This is an optimization exercise on Yosys and OpenROAD, whose aim is small area, not a production implementation. RTL that was checked went through simulation tests only; none was proved equivalent to the original. For runs 1 and 2, only the layout was checked, not whether the RTL still works. In runs 2 to 5 the design's own scripts or RTL, not TritonCTS, make the clock network. No driver is modelled on the clock port, so clock power and skew are understated where the tree is cut down; a real chip needs a root buffer or a tree. No activity file was given, so power comes from the tool's default toggle rates.

==> flow/flow/post_cts.tcl <==
estimate_parasitics -placement
for {set pass 0} {$pass < 3} {incr pass} {
  set slow {}
  foreach pin [get_pins -hierarchical */CLK] {
    if {[get_property $pin slew_max] > 0.100} {
      set net [get_nets -of_objects $pin]
      foreach drv [get_pins -of_objects $net -filter "direction==output"] {
        set inst [get_cells -of_objects $drv]
        set name [get_full_name $inst]
        if {[lsearch -exact $slow $name] < 0} { lappend slow $name }
      }
    }
  }
  if {[llength $slow] == 0} { break }
  foreach name $slow {
    set inst [get_cells $name]
    set master [get_property $inst ref_name]
    switch $master {
      sky130_fd_sc_hd__clkbuf_1 { set up sky130_fd_sc_hd__clkbuf_2 }
      sky130_fd_sc_hd__clkbuf_2 { set up sky130_fd_sc_hd__clkbuf_4 }
      sky130_fd_sc_hd__clkbuf_4 { set up sky130_fd_sc_hd__clkbuf_8 }
      sky130_fd_sc_hd__clkbuf_8 { set up sky130_fd_sc_hd__clkbuf_16 }
      default { set up "" }
    }
    if {$up ne ""} {
      puts "post_cts: $name $master -> $up"
      replace_cell $inst $up
    }
  }
  estimate_parasitics -placement
}
detailed_placement
check_placement -verbose
estimate_parasitics -placement
==> flow/flow/area.abc <==
strash
dch -f
amap
mfs2 -a
strash
dch -f
amap
topo
==> flow/flow/run.sh <==
#!/bin/bash
# The standard layout (standard.sh), with these changes:
#  - synthesis is the standard flow's own script (synth_recipe.tcl) with ABC run on an
#    area-oriented script (flow/area.abc) instead of ORFS's speed script;
#  - CTS adds no dummy loads and uses clkbuf_4 leaves and a clkbuf_8 root;
#    after it, leaf buffers whose flip-flops see a slow clock edge are
#    sized up (flow/post_cts.tcl);
#  - port buffers are buf_1;
# Each tool's output goes to the ORFS logs under orfs/logs; make's own output
# goes to flow_make.log.
set -euo pipefail
W=$PWD
{
  echo "proc abc {args} {"
  echo "  set i [lsearch -exact \$args -script]"
  echo "  if {\$i >= 0} { lset args [expr {\$i + 1}] $W/flow/area.abc }"
  echo "  yosys abc {*}\$args"
  echo "}"
  cat synth_recipe.tcl
} > flow_synth.tcl
sed "s#SYNTH_SCRIPT=[^ ]*#SYNTH_SCRIPT=$W/flow_synth.tcl#" standard.sh > flow_standard.sh
export CTS_ARGS="-sink_clustering_enable -repair_clock_nets -dont_use_dummy_load -root_buf sky130_fd_sc_hd__clkbuf_8 -buf_list sky130_fd_sc_hd__clkbuf_4"
export POST_CTS_TCL=$W/flow/post_cts.tcl
export BUFFER_PORTS_ARGS="-buffer_cell sky130_fd_sc_hd__buf_1"
bash flow_standard.sh > flow_make.log 2>&1
==> flow/design.v <==
module uart_debounce
(
	input 	wire 	clk,
	input 	wire 	btn_press,
	output 	reg 	btn_result,
	output 	wire 	rst
);
localparam [17:0] SEED = 18'hf2be;
localparam [17:0] POL  = 18'h2aaaa;
reg  [17:0] cnt_q;
reg         sync1;
reg         sync2;
wire [17:0] s    = cnt_q ^ POL;
wire        diff = sync2 ^ btn_result;
wire        term = (s[16:0] == 17'd0);
assign rst = btn_result | (diff & term);
always @(posedge clk)
begin
	sync1 <= btn_press;
	sync2 <= sync1;
	btn_result <= btn_result ^ (diff & term);
	if (!diff || term)
		cnt_q <= SEED ^ POL;
	else
		cnt_q <= {s[16:0], s[17] ^ s[6]} ^ POL;
end
endmodule
module uart_rx
(
	input 				i_clk,
	input 				i_rst,			 
	input 				i_data_bit,
	output 				o_latch,		 
	output 				o_ferr,			 
	output reg [7:0] 	o_data_byte
);
localparam [3:0] P_STOP = 4'd0, P_H1 = 4'd1, P_H2 = 4'd2, P_IDLE = 4'd3,
                 P_E1 = 4'd4, P_E2 = 4'd5, P_START = 4'd7;
localparam [7:0] CSEED = 8'h70, T116 = 8'h91, CPOL = 8'haa;
reg  [3:0] phase;
reg  [7:0] cnt_q;
reg        rx_sync1, rx_sync2;
wire [7:0] cnt = cnt_q ^ CPOL;
wire start_fall = rx_sync2 & ~rx_sync1;
wire t116 = (cnt == T116);
wire t233 = (cnt[6:0] == 7'd0);
wire idle = (phase == P_IDLE);
assign o_latch = (phase == P_H1) | (phase == P_E1);
assign o_ferr  = (phase == P_E2);
always @(posedge i_clk)
begin
	if (i_rst) begin
		rx_sync1 <= 1'b1;
		rx_sync2 <= 1'b1;
	end else begin
		rx_sync1 <= i_data_bit;
		rx_sync2 <= rx_sync1;
	end
end
always @(posedge i_clk)
begin
	if (i_rst || idle || t233)
		cnt_q <= CSEED ^ CPOL;
	else
		cnt_q <= {cnt[6:0], cnt[7] ^ cnt[5] ^ cnt[4] ^ cnt[3]} ^ CPOL;
end
always @(posedge i_clk)
begin
	if (i_rst)
		phase <= P_IDLE;
	else case (phase)
		P_IDLE:  if (start_fall) phase <= P_START;
		P_START: if (t116 && rx_sync2) phase <= P_IDLE;
		         else if (t233) phase <= 4'd8;
		P_STOP:  if (t116) phase <= rx_sync2 ? P_H1 : P_E1;
		P_H1:    phase <= P_H2;
		P_E1:    phase <= P_E2;
		P_H2, P_E2: phase <= P_IDLE;
		default: if (phase[3] && t233) phase <= phase + 4'd1;
	endcase
end
always @(posedge i_clk)
begin
	if (phase[3] && t116)
		o_data_byte <= {rx_sync2, o_data_byte[7:1]};
end
endmodule
module uart_tx
(
	input		 	i_clk,
	input 			i_rst,			 
	input [7:0] 	data_send,
	input 			tx_valid,
	output reg 		o_tx
);
localparam [3:0] P_STOP = 4'd0, P_IDLE = 4'd1, P_START = 4'd7;
localparam [7:0] CSEED = 8'h70, CPOL = 8'haa;
reg  [3:0] phase;
reg  [7:0] cnt_q;
reg  [7:0] temp_data;
wire [7:0] cnt = cnt_q ^ CPOL;
wire idle = (phase == P_IDLE);
wire t233 = (cnt[6:0] == 7'd0);
always @(posedge i_clk)
begin
	if (i_rst || idle || t233)
		cnt_q <= CSEED ^ CPOL;
	else
		cnt_q <= {cnt[6:0], cnt[7] ^ cnt[5] ^ cnt[4] ^ cnt[3]} ^ CPOL;
end
always @(posedge i_clk)
begin
	if (i_rst)
		phase <= P_IDLE;
	else if (tx_valid)
		phase <= P_START;
	else if (!idle && t233)
		phase <= phase + 4'd1;
end
always @(posedge i_clk)
begin
	if (tx_valid)
		temp_data <= data_send;
end
always @(posedge i_clk)
begin
	if (i_rst)
		o_tx <= 1'b1;
	else if (phase[3])
		o_tx <= temp_data[phase[2:0]];
	else
		o_tx <= (phase != P_START);
end
endmodule
module uart_top
(
	input 	wire clk,
	input 	wire rst_btn,
	input 	wire BL616_UART_RX,
	output 	wire BL616_UART_TX,
	output 	reg LED0,
	output	reg LED1,
	output 	reg LED2,
	output 	reg LED3,
	output 	wire LED4
);
localparam [20:0] DLY_SEED = 21'h17de1f;	 
localparam [22:0] LED_SEED = 23'h17fac4;	 
localparam [24:0] HB_SEED  = 25'h6145f8;	 
localparam [20:0] DLY_POL  = 21'h0aaaaa;
localparam [22:0] LED_POL  = 23'h2aaaaa;
localparam [24:0] HB_POL   = 25'h0aaaaaa;
wire rst_active, rst;
uart_debounce DEBOUNCE
(
	.clk 		(clk),
	.btn_press 	(rst_btn),
	.btn_result (rst_active),
	.rst        (rst)
);
assign LED4 = ~rst_active;
wire       rx_latch, rx_ferr;
wire [7:0] rx_data;
reg  [7:0] rx_data_latched;
reg        tx_valid;
uart_rx RX
(
	.i_clk       (clk),
	.i_rst       (rst),
	.i_data_bit  (BL616_UART_RX),
	.o_latch     (rx_latch),
	.o_ferr      (rx_ferr),
	.o_data_byte (rx_data)
);
uart_tx TX
(
	.i_clk     (clk),
	.i_rst     (rst),
	.data_send (rx_data_latched),
	.tx_valid  (tx_valid),
	.o_tx      (BL616_UART_TX)
);
always @(posedge clk)
	if (rx_latch)
		rx_data_latched <= rx_data;
reg  [20:0] dly_q;
reg  [20:0] dly_n;
wire [20:0] dly      = dly_q ^ DLY_POL;
wire        dly_low0 = (dly[19:0] == 20'd0);
wire        dly_idle = dly_low0 & ~dly[20];
wire        dly_end  = dly_low0 &  dly[20];
always @(*)
begin
	if (rst)
		dly_n = 21'd0;
	else if (rx_latch && dly_idle)
		dly_n = DLY_SEED;
	else
		dly_n = {dly[19:0], (dly[20] ^ dly[1]) & ~dly_low0};
end
always @(posedge clk)
begin
	dly_q    <= dly_n ^ DLY_POL;
	tx_valid <= ~rst & dly_end;
end
reg  [24:0] hb_q;
reg  [24:0] hb_n;
wire [24:0] hb     = hb_q ^ HB_POL;
wire        hb_end = (hb[23:0] == 24'd0);
always @(*)
begin
	if (rst || hb_end)
		hb_n = HB_SEED;
	else
		hb_n = {hb[23:0], hb[24] ^ hb[2]};
end
always @(posedge clk)
begin
	hb_q <= hb_n ^ HB_POL;
	if (rst)
		LED0 <= 1'b1;
	else if (hb_end)
		LED0 <= ~LED0;
end
reg  [22:0] l1_q, l2_q, l1_n, l2_n;
wire [22:0] l1 = l1_q ^ LED_POL;
wire [22:0] l2 = l2_q ^ LED_POL;
wire l1_low0 = (l1[21:0] == 22'd0);
wire l2_low0 = (l2[21:0] == 22'd0);
wire l1_idle = l1_low0 & ~l1[22];
wire l2_idle = l2_low0 & ~l2[22];
always @(*)
begin
	if (rst)
		l1_n = 23'd0;
	else if (rx_latch)
		l1_n = LED_SEED;
	else
		l1_n = {l1[21:0], (l1[22] ^ l1[4]) & ~l1_low0};
	if (rst)
		l2_n = 23'd0;
	else if (tx_valid)
		l2_n = LED_SEED;
	else
		l2_n = {l2[21:0], (l2[22] ^ l2[4]) & ~l2_low0};
end
always @(posedge clk)
begin
	l1_q <= l1_n ^ LED_POL;
	l2_q <= l2_n ^ LED_POL;
	if (rst) begin
		LED1 <= 1'b1;
		LED2 <= 1'b1;
	end else begin
		if (!rx_latch)
			LED1 <= l1_idle;
		if (!tx_valid)
			LED2 <= l2_idle;
	end
end
always @(posedge clk)
begin
	if (rst)
		LED3 <= 1'b1;
	else if (rx_ferr)
		LED3 <= 1'b0;
end
endmodule
==> flow/config.mk <==
export PLATFORM = sky130hd
export DESIGN_NAME = uart_top
export DESIGN_NICKNAME = uart_top
export VERILOG_FILES = /design/flow/design.v
export SDC_FILE = /design/flow/constraint.sdc
export NUM_CORES = 4
export LEC_CHECK = 0
export CAP_MARGIN = 50
export CORE_MARGIN = 2
export CORE_UTILIZATION = 70
export SLEW_MARGIN = 50
==> flow/constraint.sdc <==
create_clock -name core_clock -period 10.0 [get_ports {clk}]
set_input_delay 2.0000 -clock core_clock [delete_from_list [all_inputs] [get_ports {clk}]]
set_output_delay 2.0000 -clock core_clock [all_outputs]
set_load 0.01 [all_outputs]
==> flow/standard.sh <==
#!/bin/bash
# synth_recipe.tcl (not shown) runs the flow's synth.tcl, then flattens the netlist and writes it again
# the make line also repeats each setting of config.mk as NAME=value (left out here)
make -C /OpenROAD-flow-scripts/flow DESIGN_CONFIG=/design/flow/config.mk WORK_HOME=/design/flow/orfs CLKGATE_MAP_FILE= SYNTH_SCRIPT=/design/flow/synth_recipe.tcl "${@:-finish}"
==> results of run 1 <==
## state kept, by name, indices dropped and copies added, names as in the netlist, 8 cells and up, named ones only
signal,count
TX.cnt_q,8
dly_q,21
TX.temp_data,8
hb_q,25
rx_data_latched,8
l1_q,23
RX.cnt_q,8
RX.o_data_byte,8
l2_q,23
DEBOUNCE.cnt_q,18
## metrics by stage
step	hold slack [ns]	worst slack [ns]	instances	power [mW]	cell area (um^2)
final	0.329	6.89	613	1.40	5610
after global routing	0.343	6.82	613	1.47	5610
after detailed placement	0.316	7.21	596	1.09	5410
after global placement	0.312	6.90	596	1.08	5390
after floorplan	0.310	4.94	487	1.02	5220
## cells by family after synthesis
logic type,share of synthesized area
buffers and inverters,0.0245
adders and majority gates,0.0144
and+or+nand+nor,0.164
AOI/OAI and AO/OA,0.0990
xor gates and xnor gates,0.00168
DFF,0.696
## synthesized netlist by cell type (all sizes together), types with 3 or more instances
master | count | area [um^2]
a211oi | 8 | 60.1
a21oi | 31 | 155
a221oi | 4 | 35.0
a22oi | 3 | 22.5
and3 | 3 | 18.8
clkinv | 34 | 128
dfxtp | 144 | 2880
edfxtp | 25 | 751
ha | 6 | 75.1
nand2 | 60 | 225
nand3 | 13 | 65.1
nand4 | 8 | 50.1
nand4b | 3 | 26.3
nor2 | 63 | 236
nor3 | 18 | 90.1
nor4 | 4 | 25.0
o21ai | 31 | 155
o311ai | 3 | 26.3
or2 | 4 | 25.0
or4 | 5 | 37.5
## routing by layer
layer | GRT usage | part of all wire | vias to the layer above
li1 | - | - | 1749
met1 | 0.295 | 0.48 | 1586
met2 | 0.357 | 0.47 | 51
met3 | 0.0601 | 0.035 | 11
met4 | 0.0808 | 0.012 | 0
met5 | 0 | 0 | -
## critical path: stages, from the launching register on
cell,delay (ns)
edfxtp_1,0.41
clkinv_1,0.11
buf_1,0.17
## cell usage in the layout (no fill, tap or decap), types with 6 or more instances in the layout
cell type	n
a211oi_1	8
ha_1	6
dfxtp_1	144
nand4_1	8
edfxtp_1	25
nand2_1	60
nor2_1	61
clkbuf_8	12
a21oi_1	31
o21ai_0	29
nor3_1	17
buf_1	8
clkinv_1	33
nand3_1	13
## final cells by class
| type | count | share of cell area |
|---|---|---|
| sequential | 169 | 0.648 |
| multi-input combinational | 284 | 0.263 |
| clock buffer | 17 | 0.0361 |
| inverter | 34 | 0.0230 |
| tap | 99 | 0.0221 |
| timing repair buffer | 10 | 0.00803 |
## worst max-delay path by stage
stage | from | to | depth (start not counted)
after floorplan | DEBOUNCE.cnt_q[8] | l1_q[0] | 7
after global placement | DEBOUNCE.cnt_q[8] | l1_q[0] | 8
after detailed placement | DEBOUNCE.cnt_q[6] | l1_q[0] | 8
after global routing | flop | LED4 | 2
final | flop | LED4 | 2
## power by group
part | switching [mW] | leakage, nW | internal [mW]
Combinational | 0.157 | 0.572 | 0.102
Sequential | 0.0481 | 1.40 | 0.772
Clock | 0.188 | 0.109 | 0.130
==> metrics.md, run 1 <==
| Metric | Value |
|---|---|
| Max-cap viol count | 0 |
| Die area | 0.00816 mm^2 |
| CTS tree | built |
| Fmax | 322 MHz |
| DR pass1 iterations | 6 |
| Run status | complete, no violations |
| Setup TNS | 0 ns |
| Setup Skew | 0.0255 ns |
| Drt drc | 0 |
| Cells on worst reg2reg path | 8 |
| Register area | 0.00363 mm^2 |
| Die W | 90.3 um |
| Utilization after layout | 0.774 |
| Syn_area_per_cell | 10.7 um^2 |
| R2r setup slk | 7.19 ns |
| Slew HR | 0.554 |
| Sequential-to-total area share from yosys stat | 0.696 |
| Top_reg_cell synth | dfxtp_1 |
| RePlAce Congestion | 0.864 |
| Mapped Area | 0.00522 mm^2 |
| Number of synthesized flops with an enable pin | 25 |
| Worst path required time | 8.00 ns |
| Tightest Hold Check Type | reg2reg |
| HP Start | DEBOUNCE.sync1 |
| Fillers | 496 |
| Worst-Skew Late Latency | 0.42 ns |
| Post-synth ARST share | 0 |
| Clock Sinks | 169 |
| Nets | 525 |
| Leak | 2.09 nW |
| Core ar. | 0.00725 mm^2 |
| Diode count | 0 |
| R2R Path End | l1_q[10] |
| Final Slew Violations | 0 |
| Synth unique cells | 31 |
| Starting Density | 0.719 |
| I/O Buffers | 8 |
| Hold Crit Depth | 0 |
| VDD IR max | 0.000207 V |
| Critical path endpoint category | primary output |
| Worst setup path class | reg2out |
| Yosys warns | 4 |
| Hold Crit Endpoint | DEBOUNCE.sync2 |
| CP Launch Type | flop |
| Layout cells sized above 1 | 0.0486 |
| Row cnt | 31 |
| WL/cell | 13.5 um |
| Clock slew at reported path FFs | 0.09 ns |
| Tot GR Track Use | 0.223 |
| Number of global-route vias before repair | 3255 |
| Crit path DAT | 1.11 ns |
| Num ports | 9 |
| Crit share post-route | 0.311 |
| DR vias/cell | 5.54 |
| Crit path time final | 3.11 ns |
| Area grow syn2layout | 7.53% |
| Vias | 3397 |
| Post-route ant nets | 0 |
| Fin. Hold Viols | 0 |
| Die height | 90.3 um |
| Post-synthesis net count | 496 |
| Crit-path max FO | 3 |
| 1st-iter DRT viols | 141 |
| Multi-input logic area | 0.00148 mm^2 |
| P per Cell Area | 249 mW/mm^2 |
| Initial antenna violation count | 0 |
| Gr ovfl total | 0 |
| Syn Inst Count | 487 |
| Routed WL | 8250 um |
| DP HPWL | 5490 um |
| RR Startpoint | DEBOUNCE.cnt_q[8] |
| Worst slew pin tran | 0.668 ns |
| Global-route wire length before repair | 14600 um |
| Pin count of the biggest net entering global routing | 39 |
| Unrepaired setup endpoints after global routing | no |
| Count of final setup violators | 0 |
| Synth Register Bits | 169 |
==> inputs of run 2 (changes only) <==
--- a/flow/design.v
+++ b/flow/design.v
@@ -38,3 +38,3 @@
                  P_E1 = 4'd4, P_E2 = 4'd5, P_START = 4'd7;
-localparam [7:0] CSEED = 8'h70, T116 = 8'h91, CPOL = 8'haa;
+localparam [7:0] CSEED = 8'he5, T116 = 8'ha7, CPOL = 8'haa;
 reg  [3:0] phase;
@@ -64,3 +64,3 @@
 	else
-		cnt_q <= {cnt[6:0], cnt[7] ^ cnt[5] ^ cnt[4] ^ cnt[3]} ^ CPOL;
+		cnt_q <= {cnt[6:0], cnt[7] ^ (cnt[3] | cnt[4])} ^ CPOL;
 end
@@ -93,18 +93,20 @@
 	input 			tx_valid,
-	output reg 		o_tx
-);
-localparam [3:0] P_STOP = 4'd0, P_IDLE = 4'd1, P_START = 4'd7;
-localparam [7:0] CSEED = 8'h70, CPOL = 8'haa;
-reg  [3:0] phase;
+	output 			o_tx
+);
+localparam [7:0] CSEED = 8'he5, CPOL = 8'haa;
 reg  [7:0] cnt_q;
-reg  [7:0] temp_data;
+reg  [9:0] frame;
 wire [7:0] cnt = cnt_q ^ CPOL;
-wire idle = (phase == P_IDLE);
-wire t233 = (cnt[6:0] == 7'd0);
-always @(posedge i_clk)
-begin
-	if (i_rst || idle || t233)
+wire t233  = (cnt[6:0] == 7'd0);
+assign o_tx = frame[0];
+always @(posedge i_clk)
+begin
+	if (i_rst)
 		cnt_q <= CSEED ^ CPOL;
-	else
-		cnt_q <= {cnt[6:0], cnt[7] ^ cnt[5] ^ cnt[4] ^ cnt[3]} ^ CPOL;
+	else if (tx_valid)
+		cnt_q <= 8'h80 ^ CPOL;
+	else if (t233)
+		cnt_q <= CSEED ^ CPOL;
+	else
+		cnt_q <= {cnt[6:0], cnt[7] ^ (cnt[3] | cnt[4])} ^ CPOL;
 end
@@ -113,21 +115,7 @@
 	if (i_rst)
-		phase <= P_IDLE;
+		frame <= 10'h3ff;
 	else if (tx_valid)
-		phase <= P_START;
-	else if (!idle && t233)
-		phase <= phase + 4'd1;
-end
-always @(posedge i_clk)
-begin
-	if (tx_valid)
-		temp_data <= data_send;
-end
-always @(posedge i_clk)
-begin
-	if (i_rst)
-		o_tx <= 1'b1;
-	else if (phase[3])
-		o_tx <= temp_data[phase[2:0]];
-	else
-		o_tx <= (phase != P_START);
+		frame <= {data_send, 2'b01};
+	else if (t233)
+		frame <= {1'b1, frame[9:1]};
 end
==> flow/flow/run.sh (replaced) <==
#!/bin/bash
# The standard layout (standard.sh), with these changes:
#  - synthesis is the standard flow's own script (synth_recipe.tcl) with ABC run on an
#    area-oriented script (flow/area.abc) instead of ORFS's speed script;
#  - the clock tree is a clkbuf_8 root driving five clkbuf_16 leaves, built
#    by flow/pre_cts.tcl in place of TritonCTS;
#  - port buffers are buf_1.
# Each tool's output goes to the ORFS logs under orfs/logs; make's own output
# goes to flow_make.log.
set -euo pipefail
W=$PWD
{
  echo "proc abc {args} {"
  echo "  set i [lsearch -exact \$args -script]"
  echo "  if {\$i >= 0} { lset args [expr {\$i + 1}] $W/flow/area.abc }"
  echo "  yosys abc {*}\$args"
  echo "}"
  cat synth_recipe.tcl
} > flow_synth.tcl
sed "s#SYNTH_SCRIPT=[^ ]*#SYNTH_SCRIPT=$W/flow_synth.tcl#" standard.sh > flow_standard.sh
export PRE_CTS_TCL=$W/flow/pre_cts.tcl
export BUFFER_PORTS_ARGS="-buffer_cell sky130_fd_sc_hd__buf_1"
bash flow_standard.sh > flow_make.log 2>&1
==> flow/flow/pre_cts.tcl (new file) <==
# Replaces TritonCTS with a two-level clock tree: the clock port drives one
# root buffer, placed at the centre of the leaves, which drives NLEAF leaf
# buffers, each placed at the centre of a cluster of flip-flops (k-means with
# equal-size clusters on their placed positions) and driving their clock pins. The rest of ORFS's
# CTS step (legalisation, timing repair) runs unchanged after it.
proc manual_clock_tree {nleaf master rootmaster} {
  set block [ord::get_db_block]
  set clknet [$block findNet clk]
  set sinks {}
  foreach it [$clknet getITerms] {
    set inst [$it getInst]
    lassign [$inst getLocation] x y
    set m [$inst getMaster]
    set x [expr {$x + [$m getWidth] / 2}]
    set y [expr {$y + [$m getHeight] / 2}]
    lappend sinks [list $it $x $y]
  }
  set n [llength $sinks]
  puts "manual_cts: $n clock sinks, $nleaf leaf buffers of $master"
  set sorted [lsort -integer -index 1 $sinks]
  set cx {}
  set cy {}
  for {set k 0} {$k < $nleaf} {incr k} {
    set s [lindex $sorted [expr {int(($k + 0.5) * $n / $nleaf)}]]
    lappend cx [lindex $s 1]
    lappend cy [lindex $s 2]
  }
  # k-means with a capacity of ceil(n / nleaf) sinks per cluster: each pass
  # assigns sinks to the nearest centre with room, closest pairs first.
  set cap [expr {($n + $nleaf - 1) / $nleaf}]
  for {set iter 0} {$iter < 30} {incr iter} {
    set pairs {}
    set i 0
    foreach s $sinks {
      for {set k 0} {$k < $nleaf} {incr k} {
        set d [expr {abs([lindex $s 1] - [lindex $cx $k]) + abs([lindex $s 2] - [lindex $cy $k])}]
        lappend pairs [list $d $i $k]
      }
      incr i
    }
    set pairs [lsort -integer -index 0 $pairs]
    set asg [lrepeat $n -1]
    set cnt [lrepeat $nleaf 0]
    foreach p $pairs {
      lassign $p d i k
      if {[lindex $asg $i] >= 0 || [lindex $cnt $k] >= $cap} { continue }
      lset asg $i $k
      lset cnt $k [expr {[lindex $cnt $k] + 1}]
    }
    set sx [lrepeat $nleaf 0]
    set sy [lrepeat $nleaf 0]
    foreach s $sinks a $asg {
      lset sx $a [expr {[lindex $sx $a] + [lindex $s 1]}]
      lset sy $a [expr {[lindex $sy $a] + [lindex $s 2]}]
    }
    for {set k 0} {$k < $nleaf} {incr k} {
      if {[lindex $cnt $k] > 0} {
        lset cx $k [expr {[lindex $sx $k] / [lindex $cnt $k]}]
        lset cy $k [expr {[lindex $sy $k] / [lindex $cnt $k]}]
      }
    }
  }
  puts "manual_cts: cluster sizes $cnt"
  set mbuf [[ord::get_db] findMaster $master]
  set rx 0
  set ry 0
  for {set k 0} {$k < $nleaf} {incr k} {
    set rx [expr {$rx + [lindex $cx $k]}]
    set ry [expr {$ry + [lindex $cy $k]}]
  }
  set root [odb::dbInst_create $block [[ord::get_db] findMaster $rootmaster] "clkbuf_root"]
  $root setLocation [expr {$rx / $nleaf}] [expr {$ry / $nleaf}]
  $root setPlacementStatus PLACED
  set rootnet [odb::dbNet_create $block "clknet_root"]
  $rootnet setSigType CLOCK
  [$root findITerm A] connect $clknet
  [$root findITerm X] connect $rootnet
  set leafnets {}
  for {set k 0} {$k < $nleaf} {incr k} {
    set b [odb::dbInst_create $block $mbuf "clkbuf_leaf_$k"]
    $b setLocation [lindex $cx $k] [lindex $cy $k]
    $b setPlacementStatus PLACED
    set net [odb::dbNet_create $block "clknet_leaf_$k"]
    $net setSigType CLOCK
    [$b findITerm A] connect $rootnet
    [$b findITerm X] connect $net
    lappend leafnets $net
  }
  foreach s $sinks a $asg {
    set it [lindex $s 0]
    $it disconnect
    $it connect [lindex $leafnets $a]
  }
  set_propagated_clock [all_clocks]
}

proc remove_manual_clock_tree {nleaf} {
  set block [ord::get_db_block]
  set clknet [$block findNet clk]
  for {set k 0} {$k < $nleaf} {incr k} {
    set net [$block findNet "clknet_leaf_$k"]
    foreach it [$net getITerms] {
      if {[[$it getInst] getName] ne "clkbuf_leaf_$k"} {
        $it disconnect
        $it connect $clknet
      }
    }
    odb::dbInst_destroy [$block findInst "clkbuf_leaf_$k"]
    odb::dbNet_destroy $net
  }
  odb::dbInst_destroy [$block findInst "clkbuf_root"]
  odb::dbNet_destroy [$block findNet "clknet_root"]
}

proc max_clock_pin_slew {} {
  set mx 0
  foreach pin [get_pins -hierarchical */CLK] {
    set s [get_property $pin slew_max]
    if {$s > $mx} { set mx $s }
  }
  return $mx
}

rename clock_tree_synthesis orfs_clock_tree_synthesis
proc clock_tree_synthesis {args} {
  for {set nleaf 5} {$nleaf <= 10} {incr nleaf} {
    manual_clock_tree $nleaf sky130_fd_sc_hd__clkbuf_16 sky130_fd_sc_hd__clkbuf_8
    estimate_parasitics -placement
    set mx [max_clock_pin_slew]
    puts "manual_cts: $nleaf leaves, max clock-pin slew $mx"
    if {$mx < 0.126 || $nleaf == 10} { break }
    remove_manual_clock_tree $nleaf
  }
}
--- a/flow/config.mk
+++ b/flow/config.mk
@@ -7,5 +7,5 @@
 export LEC_CHECK = 0
-export CAP_MARGIN = 50
+export CAP_MARGIN = 20
 export CORE_MARGIN = 2
-export CORE_UTILIZATION = 70
-export SLEW_MARGIN = 50
+export CORE_UTILIZATION = 60
+export SLEW_MARGIN = 20
removed: flow/flow/post_cts.tcl
==> metrics.md, run 2 <==
| Metric | Value |
|---|---|
| Sequential-to-total area share from yosys stat | 0.694 (was 0.696) |
| Dominant cell type by area after synthesis | dfxtp_1 (unchanged) |
| Utilization after layout | 0.655 (was 0.774) |
| Synth cell count leaders | 149 x dfxtp_1, 66 x nor2_1, 61 x nand2_1 (was 144 x dfxtp_1, 63 x nor2_1, 60 x nand2_1) |
| Top reg by flops | hb_q (unchanged) |
| Vias | 3269 (was 3397) |
| Leak | 2.03 nW (was 2.09 nW) |
| 1st-iter DRT viols | 152 (was 141) |
| Clock slew at reported path FFs | 0.12 ns (was 0.09 ns) |
| Routed WL | 8250 um (about the same) |
| Fin. Hold Viols | 0 (unchanged) |
| Final Slew Violations | 0 (unchanged) |
| Area fraction of the dominant cell type after synthesis | 0.592 (was 0.553) |
| Mapped Area | 0.00503 mm^2 (was 0.00522 mm^2) |
| Drt drc | 0 (unchanged) |
| Num ports | 9 (unchanged) |
| Layout cells sized above 1 | 0.0183 (was 0.0486) |
| R2R Path End | l1_q[0] (was l1_q[10]) |
| Top-count cell post-synth | dfxtp_1 (unchanged) |
| Max incr delay on CP | 0.53 ns (was 0.41 ns) |
| Area grow syn2layout | 6.34% (was 7.53%) |
| I/O Buffers | 8 (unchanged) |
| Crit path DAT | 3.35 ns (was 1.11 ns) |
| Initial antenna violation count | 0 (unchanged) |
| CP Launch Type | flop (unchanged) |
| Die height | 95.6 um (was 90.3 um) |
| Pin count of the biggest net entering global routing | 39 (unchanged) |
| Cts hold-fix bufs | 0 |
| Top_reg_cell synth | dfxtp_1 (unchanged) |
| Setup Skew | 0.0157 ns (was 0.0255 ns) |
| RePlAce Congestion | 0.910 (was 0.864) |
| Die W | 95.6 um (was 90.3 um) |
| RR Startpoint | DEBOUNCE.cnt_q[8] (unchanged) |
| Ranking of synthesized cells by area | dfxtp_1 59%, edfxtp_1 10%, nor2_1 4.9% (was dfxtp_1 55%, edfxtp_1 14%, nor2_1 4.5%) |
| CP top delay family | buffers and inverters (was flip-flops) |
| Syn Inst Count | 475 (was 487) |
| P per Cell Area | 254 mW/mm^2 (was 249 mW/mm^2) |
| Count of final setup violators | 0 (unchanged) |
| Post-route ant nets | 0 (unchanged) |
| DR vias/cell | 5.48 (was 5.54) |
| Worst setup path class | reg2reg (was reg2out) |
| VDD IR max | 0.000147 V (was 0.000207 V) |
| Tightest Hold Check Type | reg2reg (unchanged) |
| Diode count | 0 (unchanged) |
| Core ar. | 0.00818 mm^2 (was 0.00725 mm^2) |
| CP cell instances | or4_1, nor3_1, nand4b_1, o21ai_2, buf_4, clkinv_1, buf_4, nand2_1, nor2_1 (was clkinv_1, buf_1) |
| DR pass1 iterations | 4 (was 6) |
| # resized after CTS | 0 |
| Unrepaired setup endpoints after global routing | no (unchanged) |
| Number of synthesized flops with an enable pin | 17 (was 25) |
| WL/cell | 13.8 um (was 13.5 um) |
| Commonest non-fill, non-tap cell in the layout | dfxtp_1 (unchanged) |
| Setup TNS | 0 ns (unchanged) |
| Die area | 0.00914 mm^2 (was 0.00816 mm^2) |
| Number of setup buffers added after CTS | 0 |
| Global-route wire length before repair | 13500 um (was 14600 um) |
| Most frequent CP cell | buf_4 |
| Synth unique cells | 34 (was 31) |
| Worst-Skew Late Latency | 0.39 ns (was 0.42 ns) |
| Crit-path max FO | 38 (was 3) |
| Slew HR | 0.336 (was 0.554) |
| Tot GR Track Use | 0.179 (was 0.223) |
| Post-synthesis net count | 482 (was 496) |
| Run status | complete, no violations (unchanged) |
| Crit path time final | 3.05 ns (was 3.11 ns) |
| Worst slew pin tran | 0.996 ns (was 0.668 ns) |
| Top Registers | hb_q x25, l1_q x23, l2_q x23 (unchanged) |
| Max reg flops | 25 (unchanged) |
| Starting Density | 0.616 (was 0.719) |
| Worst path required time | 10.30 ns (was 8.00 ns) |
| Fmax | 328 MHz (was 322 MHz) |
| Cells on worst reg2reg path | 9 (was 8) |
| DP HPWL | 5590 um (was 5490 um) |
| Max-cap viol count | 0 (unchanged) |
| Synth Register Bits | 166 (was 169) |
| Post-synth ARST share | 0 (unchanged) |
| Critical path endpoint category | flop (was primary output) |
| Row cnt | 33 (was 31) |
| Crit-path slowest cell | or4_1 (was edfxtp_1) |
| HP Start | DEBOUNCE.sync1 (unchanged) |
| Crit share post-route | 0.305 (was 0.311) |
| Most frequent cells in the layout | 149 x dfxtp_1, 66 x nor2_1, 61 x nand2_1, 34 x clkinv_1, 26 x o21ai_0 (was 144 x dfxtp_1, 61 x nor2_1, 60 x nand2_1, 33 x clkinv_1, 31 x a21oi_1) |
| Worst path depth | 9 (was 2) |
| Gr ovfl total | 0 (unchanged) |
| R2r setup slk | 6.95 ns (was 7.19 ns) |
| Syn_area_per_cell | 10.6 um^2 (was 10.7 um^2) |
| Worst path bufs/invs | 3 (was 2) |
| Number of global-route vias before repair | 3069 (was 3255) |
| Hold Crit Endpoint | DEBOUNCE.sync2 (unchanged) |
| Nets | 500 (was 525) |
| Hold Crit Depth | 0 (unchanged) |
| Yosys warns | 4 (unchanged) |
[run 2: cells by family after synthesis]
logic type               count (synthesis)  synth area share
AO/OA/AOI/OAI                           81             0.101
adder cells (fa/ha/maj)                  4           0.00994
flip-flops                             166             0.694
AND/OR/NAND/NOR                        190             0.170
buffers and inverters                   34            0.0253
[run 2: report_power, final]
part           switching, mW  internal (mW)
registers             0.0553          0.764
logic                  0.159          0.106
clock network          0.173          0.101
total                  0.387          0.971
[run 2: cell type report]
| class | count | area [um^2] |
|---|---|---|
| Tap cell | 105 | 131 |
| Multi-Input combinational cell | 275 | 1420 |
| Fill cell | 675 | 2820 |
| Timing Repair Buffer | 10 | 45.0 |
| Inverter | 34 | 128 |
| Sequential cell | 166 | 3490 |
| Buffer | 6 | 139 |
[run 2: worst reg2reg max path: cells and delay by family, from the launching register on]
kind	cells	cell delay (ns)
compound gates	1	0.15
buf+inv	3	1.31
flops	1	0.33
simple gates	5	1.16
[run 2: how the worst max path moves through the flow]
stage	from	to	slack, ns
2_1_floorplan	DEBOUNCE.cnt_q[8]	l1_q[0]	4.72
3_3_place_gp	DEBOUNCE.cnt_q[6]	l1_q[0]	7.08
3_5_place_dp	DEBOUNCE.cnt_q[6]	l1_q[0]	6.96
4_1_cts	flop	LED4	6.93
5_1_grt	RX.cnt_q[4]	RX.phase[3]	6.70
6_report	DEBOUNCE.cnt_q[8]	l1_q[0]	6.95
[run 2: metrics by stage]
step                instances  setup WS, ns  instance area [um^2]  power [mW]  hold slack (ns)
detailed placement        590          6.96                  5220        1.10            0.315
finish                    596          6.95                  5350        1.36            0.345
CTS                       596          6.93                  5350        1.37            0.347
global route              596          6.70                  5350        1.44            0.351
global placement          590          7.08                  5220        1.09            0.324
floorplan                 475          4.72                  5030        1.03            0.310
[run 2: per-layer routing]
layer,part of all wire,track usage,wire length (um)
met1,0.48,0.244,3940
met2,0.48,0.319,3930
met3,0.034,0.0182,284
met4,0.011,0.0190,92
met5,0,0,0
==> inputs of run 3 (changes only) <==
--- a/flow/design.v
+++ b/flow/design.v
@@ -20,3 +20,4 @@
 	sync2 <= sync1;
-	btn_result <= btn_result ^ (diff & term);
+	if (diff && term)
+		btn_result <= sync2;
 	if (!diff || term)
@@ -36,4 +37,3 @@
 );
-localparam [3:0] P_STOP = 4'd0, P_H1 = 4'd1, P_H2 = 4'd2, P_IDLE = 4'd3,
-                 P_E1 = 4'd4, P_E2 = 4'd5, P_START = 4'd7;
+localparam [3:0] P_STOP = 4'd7, P_H1 = 4'd4, P_H2 = 4'd2, P_IDLE = 4'd5, P_E1 = 4'd1, P_E2 = 4'd0, P_START = 4'd6;
 localparam [7:0] CSEED = 8'he5, T116 = 8'ha7, CPOL = 8'haa;
@@ -47,2 +47,14 @@
 wire idle = (phase == P_IDLE);
+reg [3:0] phase_inc;
+always @(*)
+	case (phase[2:0])
+		3'b000: phase_inc = 4'b1001;
+		3'b001: phase_inc = 4'b1011;
+		3'b011: phase_inc = 4'b1010;
+		3'b010: phase_inc = 4'b1110;
+		3'b110: phase_inc = 4'b1111;
+		3'b111: phase_inc = 4'b1101;
+		3'b101: phase_inc = 4'b1100;
+		default: phase_inc = P_STOP;
+	endcase
 assign o_latch = (phase == P_H1) | (phase == P_E1);
@@ -78,3 +90,3 @@
 		P_H2, P_E2: phase <= P_IDLE;
-		default: if (phase[3] && t233) phase <= phase + 4'd1;
+		default: if (phase[3] && t233) phase <= phase_inc;
 	endcase
==> metrics.md, run 3 <==
| Metric | Value |
|---|---|
| Run status | complete, no violations (unchanged) |
| P per Cell Area | 255 mW/mm^2 (was 254 mW/mm^2) |
| Synth unique cells | 33 (was 34) |
| I/O Buffers | 8 (unchanged) |
| Initial antenna violation count | 0 (unchanged) |
| Global-route wire length before repair | 13300 um (was 13500 um) |
| Die W | 95.4 um (was 95.6 um) |
| Post-Synth XOR/XNOR Area | 0 (unchanged) |
| Top Registers | hb_q x25, l1_q x23, l2_q x23 (unchanged) |
| CP Launch Type | flop (unchanged) |
| Core ar. | 0.00813 mm^2 (was 0.00818 mm^2) |
| 1st-iter DRT viols | 188 (was 152) |
| Crit share post-route | 0.305 (about the same) |
| Starting Density | 0.616 (about the same) |
| Slew HR | 0.256 (was 0.336) |
| Drt drc | 0 (unchanged) |
| Largest family of logic cells by synthesized area | simple AND/OR/NAND/NOR gates (unchanged) |
| Number of setup buffers added after CTS | 0 (unchanged) |
| Pin count of the biggest net entering global routing | 44 (was 39) |
| Area fraction of the dominant cell type after synthesis | 0.595 (was 0.592) |
| Worst slew pin tran | 1.09 ns (was 0.996 ns) |
| Count of final setup violators | 0 (unchanged) |
| Ranking of synthesized cells by area | dfxtp_1 60%, edfxtp_1 10%, nor2_1 5.8% (was dfxtp_1 59%, edfxtp_1 10%, nor2_1 4.9%) |
| Post-synthesis simple-gate area fraction | 0.173 (was 0.170) |
| Cts hold-fix bufs | 0 (unchanged) |
| Crit path DAT | 1.05 ns (was 3.35 ns) |
| DR vias/cell | 5.39 (was 5.48) |
| Area grow syn2layout | 6.49% (was 6.34%) |
| Synth Register Bits | 166 (unchanged) |
| Post-synthesis net count | 488 (was 482) |
| Leak | 2.01 nW (was 2.03 nW) |
| Yosys warns | 4 (unchanged) |
| Post-synth ARST share | 0 (unchanged) |
| Top_reg_cell synth | dfxtp_1 (unchanged) |
| Sequential-to-total area share from yosys stat | 0.697 (was 0.694) |
| Max-cap viol count | 0 (unchanged) |
| Final Slew Violations | 0 (unchanged) |
| Num ports | 9 (unchanged) |
| Met1 Track Usage GR | 0.244 (about the same) |
| Post-synthesis adder-cell area fraction | 0 (was 0.00994) |
| Unrepaired setup endpoints after global routing | no (unchanged) |
| VDD IR max | 0.000166 V (was 0.000147 V) |
| Worst setup path class | reg2out (was reg2reg) |
| Syn Inst Count | 485 (was 475) |
| GRT met3 Usage | 0.0182 (unchanged) |
| Clock slew at reported path FFs | 0.11 ns (was 0.12 ns) |
| Die area | 0.00910 mm^2 (was 0.00914 mm^2) |
| Synth cell count leaders | 149 x dfxtp_1, 77 x nor2_1, 60 x nand2_1 (was 149 x dfxtp_1, 66 x nor2_1, 61 x nand2_1) |
| # resized after CTS | 0 (unchanged) |
| DP HPWL | 5380 um (was 5590 um) |
| WL/cell | 13.2 um (was 13.8 um) |
| Die height | 95.4 um (was 95.6 um) |
| Fillers | 689 (was 675) |
| Mapped Area | 0.00501 mm^2 (was 0.00503 mm^2) |
| RePlAce Congestion | 0.844 (was 0.910) |
| Crit-path max FO | 3 (was 38) |
| Fmax | 328 MHz (about the same) |
| Top Usage Layer GRT | met2 (unchanged) |
| Fin. Hold Viols | 0 (unchanged) |
| Vias | 3274 (was 3269) |
| Dominant cell type by area after synthesis | dfxtp_1 (unchanged) |
| Setup WS pre-CTS | 6.97 ns (was 6.96 ns) |
| M2 GR Usage | 0.306 (was 0.319) |
| Tightest Hold Check Type | reg2reg (unchanged) |
| Diode count | 0 (unchanged) |
| Syn_area_per_cell | 10.3 um^2 (was 10.6 um^2) |
| Post-synthesis compound-gate area fraction | 0.104 (was 0.101) |
| DR pass1 iterations | 4 (unchanged) |
| Layout cells sized above 1 | 0.0199 (was 0.0183) |
| Post-route ant nets | 0 (unchanged) |
| Worst-Skew Late Latency | 0.40 ns (was 0.39 ns) |
| Commonest non-fill, non-tap cell in the layout | dfxtp_1 (unchanged) |
| Crit path time final | 3.05 ns (about the same) |
| Row cnt | 33 (unchanged) |
| Number of global-route vias before repair | 3053 (was 3069) |
| Multiplexer share of the synthesized area | 0 (unchanged) |
| Nets | 507 (was 500) |
| Tot GR Track Use | 0.175 (was 0.179) |
| Setup TNS | 0 ns (unchanged) |
| Worst path required time | 8.00 ns (was 10.30 ns) |
| Number of synthesized flops with an enable pin | 17 (unchanged) |
| Gr ovfl total | 0 (unchanged) |
| Top-count cell post-synth | dfxtp_1 (unchanged) |
| Setup Skew | 0.0103 ns (was 0.0157 ns) |
| Critical path endpoint category | primary output (was flop) |
| Most frequent cells in the layout | 149 x dfxtp_1, 76 x nor2_1, 60 x nand2_1, 34 x clkinv_1, 29 x a21oi_1 (was 149 x dfxtp_1, 66 x nor2_1, 61 x nand2_1, 34 x clkinv_1, 26 x o21ai_0) |
| Worst setup margin | 6.95 ns (about the same) |
| Top reg by flops | hb_q (unchanged) |
| Max reg flops | 25 (unchanged) |
| Routed WL | 8010 um (was 8250 um) |
[run 3: cell count changes after synthesis, moves of 3 or more]
| cell | delta |
|---|---|
| a21oi_1 | +5 |
| a222oi_1 | -4 |
| a31oi_1 | -3 |
| ha_1 | -4 |
| nor2_1 | +11 |
| nor3_1 | +4 |
| o22ai_1 | +5 |
| or4_1 | -4 |
[run 3: logic make-up after synthesis]
kind of cell / after synthesis
compound gates: 87
flops: 166
buf+inv: 34
simple gates: 198
[run 3: path summary, 6_finish.rpt]
| path | startpoint | endpoint | slack, ns | cells past startpoint |
|---|---|---|---|---|
| worst min register to register | DEBOUNCE.sync1 | DEBOUNCE.sync2 | 0.35 | 0 |
| worst max-delay path | DEBOUNCE.btn_result | LED4 | 6.95 | 2 |
| worst max register to register | RX.phase[0] | dly_q[12] | 6.97 | 8 |
| worst min-delay path | DEBOUNCE.sync1 | DEBOUNCE.sync2 | 0.35 | 0 |
[run 3: layout make-up]
class,count,area [um^2],share of cell area
buffer,6,139,0.0260
inverter,34,128,0.0239
multi-input combinational,285,1390,0.261
sequential,166,3490,0.655
tap,105,131,0.0246
timing repair buffer,11,52.6,0.00985
[run 3: per-stage QoR]
| step | total power [mW] | std cells | utilization | cell area [um^2] | hold slack, ns |
|---|---|---|---|---|---|
| finish | 1.36 | 607 | 0.656 | 5340 | 0.353 |
| global route | 1.44 | 607 | 0.656 | 5340 | 0.368 |
| CTS | 1.37 | 607 | 0.656 | 5340 | 0.353 |
| detailed placement | 1.10 | 601 | 0.639 | 5200 | 0.320 |
| global placement | 1.10 | 601 | 0.639 | 5200 | 0.319 |
| floorplan | 1.03 | 485 | - | 5010 | 0.310 |
[run 3: critical path, stage by stage (launching register included)]
cell and delay, ns:
edfxtp_1 0.43, clkinv_1 0.09, buf_1 0.15
[run 3: metal layers]
metal	wire (um)	up-vias
li1	-	1696
met1	3960	1527
met2	3680	40
met3	263	11
met4	105	0
met5	0	-
[run 3: power breakdown]
group          internal [mW]  switching [mW]
registers              0.778          0.0590
clock network          0.101           0.174
logic                 0.0973           0.152
==> inputs of run 4 (changes only) <==
--- a/flow/design.v
+++ b/flow/design.v
@@ -161,6 +161,5 @@
 assign LED4 = ~rst_active;
-wire       rx_latch, rx_ferr;
+wire       rx_latch, rx_ferr, tx_valid;
 wire [7:0] rx_data;
 reg  [7:0] rx_data_latched;
-reg        tx_valid;
 uart_rx RX
@@ -188,5 +187,5 @@
 wire [20:0] dly      = dly_q ^ DLY_POL;
-wire        dly_low0 = (dly[19:0] == 20'd0);
-wire        dly_idle = dly_low0 & ~dly[20];
-wire        dly_end  = dly_low0 &  dly[20];
+wire        dly_hi0  = (dly[20:1] == 20'd0);
+wire        dly_idle = dly_hi0;
+assign      tx_valid = dly_hi0 & dly[0];
 always @(*)
@@ -197,10 +196,9 @@
 		dly_n = DLY_SEED;
-	else
-		dly_n = {dly[19:0], (dly[20] ^ dly[1]) & ~dly_low0};
-end
-always @(posedge clk)
-begin
-	dly_q    <= dly_n ^ DLY_POL;
-	tx_valid <= ~rst & dly_end;
-end
+	else if (tx_valid)
+		dly_n = 21'd0;
+	else
+		dly_n = {dly[19:0], dly[20] ^ dly[1]};
+end
+always @(posedge clk)
+	dly_q <= dly_n ^ DLY_POL;
 reg  [24:0] hb_q;
==> flow/flow/run.sh (replaced) <==
#!/bin/bash
# The standard layout (standard.sh), with these changes:
#  - synthesis is the standard flow's own script (synth_recipe.tcl), but ABC runs once
#    for each area-oriented script flow/abc_*.script instead of ORFS's speed
#    script, and the smallest result is kept (flow/abc_bestof.tcl);
#  - the clock tree is a clkbuf_8 root driving clkbuf_16 leaves (the fewest,
#    from five, whose estimated clock-pin slew stays under 126 ps), built by
#    flow/pre_cts.tcl in place of TritonCTS;
#  - port buffers are buf_1.
# Each tool's output goes to the ORFS logs under orfs/logs; make's own output
# goes to flow_make.log.
set -euo pipefail
W=$PWD
{
  echo "set ::ABC_SCRIPTS [list $(ls $W/flow/abc_*.script | tr '\n' ' ')]"
  cat flow/abc_bestof.tcl
  cat synth_recipe.tcl
} > flow_synth.tcl
sed "s#SYNTH_SCRIPT=[^ ]*#SYNTH_SCRIPT=$W/flow_synth.tcl#" standard.sh > flow_standard.sh
export PRE_CTS_TCL=$W/flow/pre_cts.tcl
export BUFFER_PORTS_ARGS="-buffer_cell sky130_fd_sc_hd__buf_1"
bash flow_standard.sh > flow_make.log 2>&1
==> flow/flow/abc_a1.script (new file) <==
strash
dch
map -a
mfs2
strash
dch
map -a
topo
dnsize -c
==> flow/flow/abc_bestof.tcl (new file) <==
# Runs ABC once per script in ABC_SCRIPTS and keeps the smallest result.
proc abc {args} {
  set i [lsearch -exact $args -script]
  set l [lsearch -exact $args -liberty]
  if {$i < 0 || $l < 0} {
    yosys abc {*}$args
    return
  }
  set lib [lindex $args [expr {$l + 1}]]
  set report $::env(OBJECTS_DIR)/abc_area.txt
  yosys design -save pre_abc
  set best_area 1e18
  set best_script ""
  foreach script $::ABC_SCRIPTS {
    yosys design -load pre_abc
    lset args [expr {$i + 1}] $script
    yosys abc {*}$args
    yosys tee -q -o $report stat -liberty $lib
    set fh [open $report r]
    set text [read $fh]
    close $fh
    regexp {Chip area for module [^:]*:\s*([0-9.]+)} $text -> area
    puts "abc_bestof: $script area $area"
    if {$area < $best_area} {
      set best_area $area
      set best_script $script
      yosys design -save best_abc
    }
  }
  yosys design -load best_abc
  puts "abc_bestof: kept $best_script area $best_area"
}
==> flow/flow/abc_c1.script (new file) <==
strash
dch
map -a
mfs2
strash
dch
map -a
mfs2
strash
dch
map -a
topo
dnsize -c
==> flow/flow/abc_c6.script (new file) <==
strash
dch
map -a
mfs2 -a
strash
dch
map -a
topo
dnsize -c
==> flow/flow/abc_d3.script (new file) <==
strash
dch -f
amap
mfs2 -a
strash
dch -f
amap
topo
==> flow/flow/abc_ds1.script (new file) <==
strash
&get -n
&deepsyn -T 20 -S 1
&put
dch -f
amap
mfs2 -a
strash
dch -f
amap
topo
==> flow/flow/abc_ds2.script (new file) <==
strash
&get -n
&deepsyn -T 20 -S 2
&put
dch -f
amap
mfs2 -a
strash
dch -f
amap
topo
==> flow/flow/abc_ds3.script (new file) <==
strash
&get -n
&deepsyn -T 20 -S 3
&put
dch -f
amap
mfs2 -a
strash
dch -f
amap
topo
==> flow/flow/abc_e1.script (new file) <==
strash
&get -n
&deepsyn -T 20
&put
dch -f
amap
mfs2 -a
strash
dch -f
amap
topo
--- a/flow/config.mk
+++ b/flow/config.mk
@@ -10,2 +10,3 @@
 export CORE_UTILIZATION = 60
+export GPL_TIMING_DRIVEN = 0
 export SLEW_MARGIN = 20
removed: flow/flow/area.abc
==> metrics.md, run 4 <==
| Metric | Value |
|---|---|
| Run status | complete, no violations (unchanged) |
| Sequential-to-total area share from yosys stat | 0.705 (was 0.697) |
| Top reg by flops | hb_q (unchanged) |
| DP HPWL | 5280 um (was 5380 um) |
| Area grow syn2layout | 6.78% (was 6.49%) |
| Slew HR | 0.405 (was 0.256) |
| Crit-path max FO | 24 (was 3) |
| Number of setup buffers added after CTS | 0 (unchanged) |
| Setup TNS | 0 ns (unchanged) |
| Utilization after layout | 0.650 (was 0.656) |
| Critical path endpoint category | flop (was primary output) |
| WL/cell | 13.4 um (was 13.2 um) |
| Routed WL | 7790 um (was 8010 um) |
| Most frequent cells in the layout | 148 x dfxtp_1, 73 x nor2_1, 52 x nand2_1, 27 x o21ai_0, 26 x clkinv_1 (was 149 x dfxtp_1, 76 x nor2_1, 60 x nand2_1, 34 x clkinv_1, 29 x a21oi_1) |
| Initial antenna violation count | 0 (unchanged) |
| Post-synthesis net count | 465 (was 488) |
| Internal Dissipation | 983 uW (was 976 uW) |
| Number of global-route vias before repair | 3032 (was 3053) |
| Leak | 1.95 nW (was 2.01 nW) |
| Syn_area_per_cell | 10.7 um^2 (was 10.3 um^2) |
| P per Cell Area | 260 mW/mm^2 (was 255 mW/mm^2) |
| DR pass1 iterations | 4 (unchanged) |
| Worst setup path class | reg2reg (was reg2out) |
| Tot GR Track Use | 0.178 (was 0.175) |
| Count of final setup violators | 0 (unchanged) |
| Combinational share of power | 0.178 (was 0.183) |
| VDD IR max | 0.000164 V (was 0.000166 V) |
| Cts hold-fix bufs | 0 (unchanged) |
| Pin count of the biggest net entering global routing | 34 (was 44) |
| Worst-Skew Late Latency | 0.40 ns (about the same) |
| DR vias/cell | 5.44 (was 5.39) |
| Nets | 482 (was 507) |
| Area fraction of the dominant cell type after synthesis | 0.601 (was 0.595) |
| Crit share post-route | 0.483 (was 0.305) |
| Syn Inst Count | 462 (was 485) |
| Top Registers | hb_q x25, l1_q x23, l2_q x23 (unchanged) |
| Number of synthesized flops with an enable pin | 17 (unchanged) |
| Layout cells sized above 1 | 0.0252 (was 0.0199) |
| Die area | 0.00895 mm^2 (was 0.00910 mm^2) |
| Switch share | 0.280 (was 0.283) |
| I/O Buffers | 8 (unchanged) |
| Vias | 3164 (was 3274) |
| Synth Register Bits | 165 (was 166) |
| Top_reg_cell synth | dfxtp_1 (unchanged) |
| Final Slew Violations | 0 (unchanged) |
| Crit path DAT | 5.08 ns (was 1.05 ns) |
| Die height | 94.6 um (was 95.4 um) |
| Worst path required time | 10.25 ns (was 8.00 ns) |
| Worst slew pin tran | 0.882 ns (was 1.09 ns) |
| Post-synth ARST share | 0 (unchanged) |
| Mapped Area | 0.00493 mm^2 (was 0.00501 mm^2) |
| Num ports | 9 (unchanged) |
| Diode count | 0 (unchanged) |
| Commonest non-fill, non-tap cell in the layout | dfxtp_1 (unchanged) |
| Unrepaired setup endpoints after global routing | no (unchanged) |
| Top-count cell post-synth | dfxtp_1 (unchanged) |
| Setup Skew | 0.0175 ns (was 0.0103 ns) |
| Clock Power Share | 0.202 (about the same) |
| P_sw | 382 uW (was 385 uW) |
| Max reg flops | 25 (unchanged) |
| Global-route wire length before repair | 13300 um (about the same) |
| Core ar. | 0.00809 mm^2 (was 0.00813 mm^2) |
| Starting Density | 0.609 (was 0.616) |
| Synth unique cells | 32 (was 33) |
| Synth cell count leaders | 148 x dfxtp_1, 76 x nor2_1, 52 x nand2_1 (was 149 x dfxtp_1, 77 x nor2_1, 60 x nand2_1) |
| Max-cap viol count | 0 (unchanged) |
| Drt drc | 0 (unchanged) |
| Crit path time final | 4.83 ns (was 3.05 ns) |
| Row cnt | 33 (unchanged) |
| Reg power frac | 0.620 (was 0.615) |
| Clock slew at reported path FFs | 0.12 ns (was 0.11 ns) |
| Tightest Hold Check Type | reg2reg (unchanged) |
| RePlAce Congestion | 0.839 (was 0.844) |
| Yosys warns | 4 (unchanged) |
| CP Launch Type | flop (unchanged) |
| Gr ovfl total | 0 (unchanged) |
| # resized after CTS | 0 (unchanged) |
| Fin. Hold Viols | 0 (unchanged) |
| Fmax | 207 MHz (was 328 MHz) |
| Die W | 94.6 um (was 95.4 um) |
| Dominant cell type by area after synthesis | dfxtp_1 (unchanged) |
| Post-route ant nets | 0 (unchanged) |
| Ranking of synthesized cells by area | dfxtp_1 60%, edfxtp_1 10%, nor2_1 5.8% (unchanged) |
| 1st-iter DRT viols | 126 (was 188) |
run 4: changes by cell type after synthesis, sizes merged, moves of 7 or more:
cell and change:
o21bai +9, clkinv -8, nand2 -8, nor3 -7
run 4: final timing paths:
path	from	end	slack [ns]	cells past startpoint
worst max-delay path	DEBOUNCE.btn_result	TX.frame[3]	5.17	12
worst min-delay path	DEBOUNCE.sync1	DEBOUNCE.sync2	0.35	0
worst max register to register	DEBOUNCE.btn_result	TX.frame[3]	5.17	12
worst min register to register	DEBOUNCE.sync1	DEBOUNCE.sync2	0.35	0
run 4: cell type report:
type                       instances  area [um^2]
buffer                             6          139
fill                             672         2830
inverter                          26         97.6
multi-input combinational        271         1370
sequential                       165         3470
tap                              105          131
timing repair buffer               9         45.0
run 4: per-layer routing:
layer  GRT usage  vias to the layer above  part of all wire
li1            -                     1622                 -
met2       0.325                       35              0.48
met4      0.0181                        0             0.012
met5           0                        -                 0
met3      0.0168                        7             0.028
met1       0.239                     1500              0.48
run 4: power by group through the flow:
stage | logic (mW) | registers [mW] | clock network, mW
floorplan | 0.187 | 0.845 | 0
global placement | 0.237 | 0.859 | 0
detailed placement | 0.246 | 0.861 | 0
CTS | 0.247 | 0.847 | 0.286
global route | 0.281 | 0.860 | 0.307
finish | 0.243 | 0.847 | 0.275
run 4: critical path, cell delays in order, from the launching register on:
cell	delay, ns
edfxtp_1	0.43
clkinv_1	0.10
nor2_1	0.04
a21oi_1	0.16
nor2_1	0.10
nor2_2	0.39
clkinv_1	0.69
nor2_2	0.87
clkinv_1	0.75
nor2_1	0.53
clkinv_1	0.32
o22ai_1	0.22
a31oi_1	0.07
run 4: stage by stage:
step	hold slack [ns]	setup WS (ns)	area [um^2]	std cells	total power, mW
after floorplan	0.310	5.53	4930	462	1.03
after global placement	0.311	3.03	5090	575	1.10
after detailed placement	0.324	5.07	5120	576	1.11
after CTS	0.351	5.05	5260	582	1.38
after global routing	0.352	4.60	5260	582	1.45
final	0.349	5.17	5260	582	1.37
run 4: cell families (layout without fill, tap and decap cells):
logic type / count (synthesis) / count (layout) / share of synthesized area
DFF: 165 / 165 / 0.705
buffers and inverters: 26 / 41 / 0.0198
and+or+nand+nor: 187 / 187 / 0.169
AOI/OAI and AO/OA: 84 / 84 / 0.106
==> inputs of run 5 (changes only) <==
--- a/flow/config.mk
+++ b/flow/config.mk
@@ -10,2 +10,3 @@
 export CORE_UTILIZATION = 60
+export GPL_ROUTABILITY_DRIVEN = 0
 export GPL_TIMING_DRIVEN = 0
==> metrics.md, run 5 <==
| Metric | Value |
|---|---|
| Run status | complete, no violations (unchanged) |
| Worst slew pin tran | 0.882 ns (unchanged) |
| WL/cell | 13.4 um (unchanged) |
| Setup WS pre-CTS | 5.07 ns (unchanged) |
| Top reg by flops | hb_q (unchanged) |
| Commonest non-fill, non-tap cell in the layout | dfxtp_1 (unchanged) |
| Number of synthesized flops with an enable pin | 17 (unchanged) |
| Cts hold-fix bufs | 0 (unchanged) |
| Global-route wire length before repair | 13300 um (unchanged) |
| Crit path DAT | 5.08 ns (about the same) |
| Mapped Area | 0.00493 mm^2 (unchanged) |
| Top-count cell post-synth | dfxtp_1 (unchanged) |
| Worst-Skew Late Latency | 0.40 ns (about the same) |
| Top_reg_cell synth | dfxtp_1 (unchanged) |
| Post-route ant nets | 0 (unchanged) |
| Starting Density | 0.609 (unchanged) |
| Synth Register Bits | 165 (unchanged) |
| Fin. Hold Viols | 0 (unchanged) |
| Syn Inst Count | 462 (unchanged) |
| Pin count of the biggest net entering global routing | 34 (unchanged) |
| P per Cell Area | 260 mW/mm^2 (unchanged) |
| Worst path required time | 10.25 ns (about the same) |
| Count of final setup violators | 0 (unchanged) |
| Synth cell count leaders | 148 x dfxtp_1, 76 x nor2_1, 52 x nand2_1 (unchanged) |
| Max reg flops | 25 (unchanged) |
| Critical Path End | TX.frame[3] (unchanged) |
| Ranking of synthesized cells by area | dfxtp_1 60%, edfxtp_1 10%, nor2_1 5.8% (unchanged) |
| DR pass1 iterations | 4 (unchanged) |
| Top Registers | hb_q x25, l1_q x23, l2_q x23 (unchanged) |
| Worst setup margin | 5.17 ns (unchanged) |
| Fmax | 207 MHz (unchanged) |
| Cells on worst reg2reg path | 12 (unchanged) |
| DR vias/cell | 5.44 (unchanged) |
| Crit-path max FO | 24 (unchanged) |
| Final instance area | 0.00526 mm^2 (unchanged) |
| Routed WL | 7790 um (unchanged) |
| Initial antenna violation count | 0 (unchanged) |
| R2r setup slk | 5.17 ns (about the same) |
| Multi-input logic area | 0.00137 mm^2 (unchanged) |
| I/O Buffers | 8 (unchanged) |
| Gr ovfl total | 0 (unchanged) |
| R2R Path End | TX.frame[3] (unchanged) |
| Unrepaired setup endpoints after global routing | no (unchanged) |
| Yosys warns | 4 (unchanged) |
| Area grow syn2layout | 6.78% (unchanged) |
| Setup TNS | 0 ns (unchanged) |
| Worst setup path class | reg2reg (unchanged) |
| Crit share post-route | 0.483 (unchanged) |
| Diode count | 0 (unchanged) |
| Synth unique cells | 32 (unchanged) |
| Max-cap viol count | 0 (unchanged) |
| Final Total Pwr | 1.37 mW (unchanged) |
| RR Startpoint | DEBOUNCE.btn_result (unchanged) |
| Num ports | 9 (unchanged) |
| CP Launch Type | flop (unchanged) |
| Most frequent cells in the layout | 148 x dfxtp_1, 73 x nor2_1, 52 x nand2_1, 27 x o21ai_0, 26 x clkinv_1 (unchanged) |
| Vias | 3164 (unchanged) |
| # resized after CTS | 0 (unchanged) |
| Syn_area_per_cell | 10.7 um^2 (unchanged) |
| Die height | 94.6 um (unchanged) |
| Crit. Startpoint | DEBOUNCE.btn_result (unchanged) |
| Clock slew at reported path FFs | 0.12 ns (about the same) |
| Final Slew Violations | 0 (unchanged) |
| Sequential-to-total area share from yosys stat | 0.705 (unchanged) |
| Tot GR Track Use | 0.178 (unchanged) |
| Critical path endpoint category | flop (unchanged) |
| Post-synthesis net count | 465 (unchanged) |
| VDD IR max | 0.000164 V (unchanged) |
| Die W | 94.6 um (unchanged) |
| Drt drc | 0 (unchanged) |
| Post-synth ARST share | 0 (unchanged) |
| Number of global-route vias before repair | 3032 (unchanged) |
| Fillers | 672 (unchanged) |
| Area fraction of the dominant cell type after synthesis | 0.601 (unchanged) |
| Die area | 0.00895 mm^2 (unchanged) |
| Tightest Hold Check Type | reg2reg (unchanged) |
| Core ar. | 0.00809 mm^2 (unchanged) |
| Dominant cell type by area after synthesis | dfxtp_1 (unchanged) |
| Layout cells sized above 1 | 0.0252 (unchanged) |
| Nets | 482 (unchanged) |
| Slew HR | 0.405 (unchanged) |
| Crit path time final | 4.83 ns (unchanged) |
| Number of setup buffers added after CTS | 0 (unchanged) |
| DP HPWL | 5280 um (unchanged) |
| Leak | 1.95 nW (unchanged) |
| Setup Skew | 0.0175 ns (unchanged) |
| Register area | 0.00347 mm^2 (unchanged) |
| Row cnt | 33 (unchanged) |
| 1st-iter DRT viols | 126 (unchanged) |
| Placed instance area | 0.00512 mm^2 (unchanged) |
[run 5: cell counts after synthesis]
No cell type changed its count.
[run 5: critical path, stage by stage (launching register included)]
cell and delay, ns:
edfxtp_1 0.43, clkinv_1 0.10, nor2_1 0.04, a21oi_1 0.16, nor2_1 0.10, nor2_2 0.39
clkinv_1 0.69, nor2_2 0.87, clkinv_1 0.75, nor2_1 0.53, clkinv_1 0.32, o22ai_1 0.22
a31oi_1 0.07
[run 5: how the worst min path moves through the flow]
| stage | start | to | slack [ns] | cells after the start |
|---|---|---|---|---|
| final | DEBOUNCE.sync1 | DEBOUNCE.sync2 | 0.35 | 0 |
| after global routing | DEBOUNCE.sync1 | DEBOUNCE.sync2 | 0.35 | 0 |
| after CTS | DEBOUNCE.sync1 | DEBOUNCE.sync2 | 0.35 | 0 |
| after detailed placement | DEBOUNCE.sync1 | DEBOUNCE.sync2 | 0.32 | 0 |
| after global placement | DEBOUNCE.sync1 | DEBOUNCE.sync2 | 0.31 | 0 |
| after floorplan | DEBOUNCE.sync1 | DEBOUNCE.sync2 | 0.31 | 0 |
[run 5: report_power, final]
part / total, mW / switching [mW] / leakage (nW) / internal (mW)
Sequential: 0.847 / 0.0609 / 1.37 / 0.786
Clock: 0.275 / 0.174 / 0.0688 / 0.101
Combinational: 0.243 / 0.147 / 0.507 / 0.0966
Total: 1.37 / 0.382 / 1.95 / 0.983
[run 5: cells by family after synthesis]
kind of cell,after synthesis,share of synthesized area
AND/OR/NAND/NOR,187,0.169
flip-flops,165,0.705
AO/OA/AOI/OAI,84,0.106
buffers and inverters,26,0.0198
[run 5: cell type report]
type	instances	share of cell area
Sequential cell	165	0.660
Multi-Input combinational cell	271	0.261
Buffer	6	0.0264
Tap cell	105	0.0250
Inverter	26	0.0186
Timing Repair Buffer	9	0.00856
[run 5: per-layer routing]
metal	routed length [um]	vias to the layer above	GRT usage
met2	3730	35	0.325
li1	-	1622	-
met4	94	0	0.0181
met3	216	7	0.0168
met1	3750	1500	0.239
met5	0	-	0
[run 5: stage by stage]
stage,hold slack (ns),utilization,std cells
finish,0.349,0.650,582
CTS,0.351,0.650,582
global placement,0.311,0.629,575
global route,0.352,0.650,582
floorplan,0.310,-,462
detailed placement,0.324,0.633,576

## separate check: timing with driven ports
In the flow no input, the clock included, has a driving cell. The finished layouts below were timed again as built, in two steps.
Step 1 assumes that a clkbuf_16 drives the clock port and a buf_2 every other input.
Step 2 times the ports against the registers' clock, not the clock port: input delays grow and output delays shrink by t, the midpoint of the rising clock arrivals with the driver on.
Slacks: ideal / step 1 / step 2; pairs: ideal / step 1.
run	t (ns)	setup slack, ns	worst hold slack (ns)	latest minus earliest clock arrival (ns)	slew at the worst register clock pin (ns)
run 1	0.440	6.892 / 6.860 / 7.195	0.329 / 0.329 / 0.329	0.026 / 0.026	0.09 / 0.09
run 2	0.417	6.948 / 6.918 / 6.948	0.345 / 0.345 / 0.345	0.016 / 0.016	0.12 / 0.12
run 3	0.422	6.947 / 6.915 / 6.975	0.353 / 0.353 / 0.353	0.010 / 0.010	0.11 / 0.11
run 4	0.418	5.165 / 5.165 / 5.165	0.349 / 0.349 / 0.349	0.018 / 0.018	0.12 / 0.12
run 5	0.418	5.165 / 5.165 / 5.165	0.349 / 0.349 / 0.349	0.018 / 0.018	0.12 / 0.12
After both steps setup and hold are still met in every run listed.
